What follows belongs to an exercise in optimizing a design on an open flow for small area, a short achievable clock period and few clock cycles; a production flow would make more cautious choices.
In this exercise RTL edits were held to simulation tests only and were not proved equivalent to the original.
No driver is modelled on the clock port, so clocking that relies on it looks cheaper here than on a real chip.

build 89:
Design RISC_V, start of the top module:
module RISC_V(clk, rst, mem_addr, mem_wdata, mem_we, mem_rdata);
For scale: roughly 1,300 cells after synthesis, about 200 flip-flops, ~51 I/O pins.
clock: 8.0 ns
lec_check: 0
abc_area: 1
cap_margin: 10
core_margin: 2
core_utilization: 40
setup_slack_margin: 4.4
slew_margin: 10
standard.sh (not shown) runs the stock make flow with config.mk's settings and CLKGATE_MAP_FILE= SYNTH_SCRIPT=/design/flow/synth_recipe.tcl, a recipe that flattens the netlist after the stock synthesis.
==> flow/flow/run.sh <==
#!/bin/bash
# The standard layout (standard.sh) with these changes:
# - synthesis leaves adders to ABC instead of mapping them onto the
#   library's full/half-adder cells (ADDER_MAP_FILE empty), and ABC maps
#   with flow/abc_area.script (the ORFS scripts are copied into scripts/
#   here with only that file replaced); the registers are the standard
#   synthesis's;
# - plain buffers on the ports (buffer_ports otherwise picks delay cells);
# - after the post-CTS timing repair, a downsizing pass (flow/area_recover.tcl)
#   that keeps the setup slack at or above SETUP_SLACK_MARGIN.
# Full tool output goes to standard.log.
set -e
export FLOW_FLOW_DIR=$PWD/flow
rm -rf scripts
cp -r "$FLOW_HOME/scripts" scripts
cp flow/abc_area.script scripts/abc_area.script
export SCRIPTS_DIR=$PWD/scripts
export ADDER_MAP_FILE=
export BUFFER_PORTS_ARGS="-buffer_cell sky130_fd_sc_hd__buf_1"
export POST_CTS_TCL=$FLOW_FLOW_DIR/post_cts.tcl
bash standard.sh > standard.log 2>&1
==> flow/flow/abc_area.script <==
strash
&get -n
&fraig -x
&put
scorr
dc2
dretime
strash
dch -f
map -B 0.9
topo
stime -c
buffer -c
upsize -c
dnsize -c
==> flow/flow/post_cts.tcl <==
# After CTS and its timing repair: give back the drive strength that repair
# added where the setup slack stays at or above the repair margin (two
# passes, as one downsizing can make room for another), then legalize the
# placement again.
source $::env(FLOW_FLOW_DIR)/area_recover.tcl
area_recover $::env(SETUP_SLACK_MARGIN)
area_recover $::env(SETUP_SLACK_MARGIN)
detailed_placement
check_placement -verbose
Other scripts of this flow, unchanged in this note and not shown: flow/flow/area_recover.tcl
Build 89 completed end to end with timing, DRC and antenna clean.
Testbench counts of build 89, summed over its fixed seeds: cycles 40,390.
### build 89 -> build 20
- CAP_MARGIN now 20, was 10
- PLACE_DENSITY now 0.7, previously not set
- SLEW_MARGIN now 20, was 10
==> flow/flow/run.sh <==
#!/bin/bash
# The standard layout (standard.sh) with three changes:
# - synthesis leaves adders to ABC instead of mapping them onto the
#   library's full/half-adder cells (ADDER_MAP_FILE empty); the registers
#   are the standard synthesis's;
# - plain buffers on the ports (buffer_ports otherwise picks delay cells);
# - after the post-CTS timing repair, a downsizing pass that keeps the setup slack at or above SETUP_SLACK_MARGIN.
# Full tool output goes to standard.log.
set -e
export FLOW_FLOW_DIR=$PWD/flow
export ADDER_MAP_FILE=
export BUFFER_PORTS_ARGS="-buffer_cell sky130_fd_sc_hd__buf_1"
export POST_CTS_TCL=$FLOW_FLOW_DIR/post_cts.tcl
bash standard.sh > standard.log 2>&1
==> flow/flow/post_cts.tcl <==
# After CTS and its timing repair: give back the drive strength that repair
# added where the setup slack stays at or above the repair margin, then
# legalize the placement again.
source $::env(FLOW_FLOW_DIR)/area_recover.tcl
area_recover $::env(SETUP_SLACK_MARGIN)
detailed_placement
check_placement -verbose
removed: flow/flow/abc_area.script
==> notes.md <==
- Per the final summary, build 20 finished and its layout is clean on timing, DRC and antenna.
- NOTE final net count build 89->build 20 increased by a few percent
- Placed cell area (higher): build 20
- Per the comparison of build 20 with build 89, portion of the clock cycle consumed by the worst path in the final layout -6.4 points; area occupied by registers ~0 delta.
Here is what was changed in the inputs of build 3 compared with build 20.
- a deleted PLACE_DENSITY that had been 0.7
Results
- Build 3 against build 20: standard cell area after detailed placement was more or less identical, largest fanout on the critical path went down, pin count of the biggest net entering global routing picked up an extra about 1.4%, maximum cell stage delay along the critical path dropped 0.07 ns.
The following lists how build 30 was set up differently from build 3:
- changing SETUP_SLACK_MARGIN from 4.4 to 4.2
==> flow/flow/run.sh <==
#!/bin/bash
# The standard layout (standard.sh) with these changes:
# - synthesis leaves adders to ABC instead of mapping them onto the
#   library's full/half-adder cells (ADDER_MAP_FILE empty); the registers
#   are the standard synthesis's;
# - adders' carry logic is yosys's own (SYNTH_OPERATIONS_ARGS replaces the
#   Kogge-Stone extra map that ORFS adds by default);
# - plain buffers on the ports (buffer_ports otherwise picks delay cells);
# - after the post-CTS timing repair, a downsizing pass (flow/area_recover.tcl)
#   that keeps the setup slack at or above SETUP_SLACK_MARGIN.
# Full tool output goes to standard.log.
set -e
export FLOW_FLOW_DIR=$PWD/flow
export ADDER_MAP_FILE=
export SYNTH_OPERATIONS_ARGS=-noshare
export BUFFER_PORTS_ARGS="-buffer_cell sky130_fd_sc_hd__buf_1"
export POST_CTS_TCL=$FLOW_FLOW_DIR/post_cts.tcl
bash standard.sh > standard.log 2>&1
==> flow/flow/post_cts.tcl <==
# After CTS and its timing repair: give back the drive strength that repair
# added where the setup slack stays at or above the repair margin (two
# passes, as one downsizing can make room for another), then legalize the
# placement again.
source $::env(FLOW_FLOW_DIR)/area_recover.tcl
area_recover $::env(SETUP_SLACK_MARGIN)
area_recover $::env(SETUP_SLACK_MARGIN)
detailed_placement
check_placement -verbose
Build 30: done, clean on timing, DRC and antenna
For the global-route track usage on met3, build 30 came in 0.52 points higher than build 3 did.
Compared with build 3, build 30 improves tightest hold margin.
Note that the sum of routed wire segments on met1 recorded for build 3 amounts to 1.11 times the value seen in build 30.
The global-route usage of build 30 and that of build 3 are within noise of each other.
Build 3 fits on a die that is larger than the die of build 30.
Between build 3 and build 30, the flow reports routability congestion estimate increasing slightly.
Comparing the two runs side by side, build 30 comes out behind build 3 on post-layout worst setup margin.
Build 30 ends up with a synthesis-to-finish area growth that is 2.1 points higher than in build 3.
Wire length was higher in build 3 than in build 30.
In the metrics for build 3 and build 30, the one carrying the lower design area is build 30.
Build 3 has lower core utilization than build 30.
Input-level comparison between build 64 and build 30:
- changing SETUP_SLACK_MARGIN from 4.2 to 4.4
- changing CORE_UTILIZATION from 40 to 50
==> flow/flow/run.sh <==
#!/bin/bash
# The standard layout (standard.sh) with three changes:
# - synthesis leaves adders to ABC instead of mapping them onto the
#   library's full/half-adder cells (ADDER_MAP_FILE empty); the registers
#   are the standard synthesis's;
# - plain buffers on the ports (buffer_ports otherwise picks delay cells);
# - after the post-CTS timing repair, a downsizing pass that keeps the setup slack at or above SETUP_SLACK_MARGIN.
# Full tool output goes to standard.log.
set -e
export FLOW_FLOW_DIR=$PWD/flow
export ADDER_MAP_FILE=
export BUFFER_PORTS_ARGS="-buffer_cell sky130_fd_sc_hd__buf_1"
export POST_CTS_TCL=$FLOW_FLOW_DIR/post_cts.tcl
bash standard.sh > standard.log 2>&1
==> flow/flow/post_cts.tcl <==
# After CTS and its timing repair: give back the drive strength that repair
# added where the setup slack stays at or above the repair margin, then
# legalize the placement again.
source $::env(FLOW_FLOW_DIR)/area_recover.tcl
area_recover $::env(SETUP_SLACK_MARGIN)
detailed_placement
check_placement -verbose
==> comparison <==
- Per the final summary, build 64 finished and its layout is clean on timing, DRC and antenna.
- Wire length on met1 grows by more than 10% when moving from build 30 to build 64.
- Compared to build 30, the router laid down more metal wire for build 64.
- Per the comparison of build 64 with build 30, clock-buffer cell count rose 1; overall routing resource usage rose 6.4 points; cell area rose about 5%; routed wire length per instance about even; clock period minus final worst setup slack fell 0.19 ns.

-- re-timing with driven ports --
The results above use ideal ports. As a check the final layouts listed here were re-extracted and re-timed, cells and wires unchanged.
Step 1, drivers: a clkbuf_16 drives clk and a buf_2 each remaining input, both assumed.
Step 2 also shifts input and output timing later by t, the mid clock arrival at the registers, as if the neighbouring blocks saw the same clock.
Three values: ideal ports, drivers, drivers and shift; two values: the first two.
run	t (ns)	slack for setup (ns)	worst setup path after step 2	cell pins on the clock port's net
build 89	0.487	3.973 / 3.972 / 3.485	input to register	1
build 20	0.483	4.486 / 4.486 / 4.099	input to register	1
build 3	0.481	4.490 / 4.441 / 4.146	input to register	1
build 30	0.481	4.283 / 4.231 / 3.870	input to register	1
build 64	0.472	4.475 / 4.475 / 4.136	input to register	1
After both steps setup and hold are still met in every run listed. For build 89, which loses most, drivers alone change the setup slack by -0.001 ns; drivers and shift together by -0.488 ns.
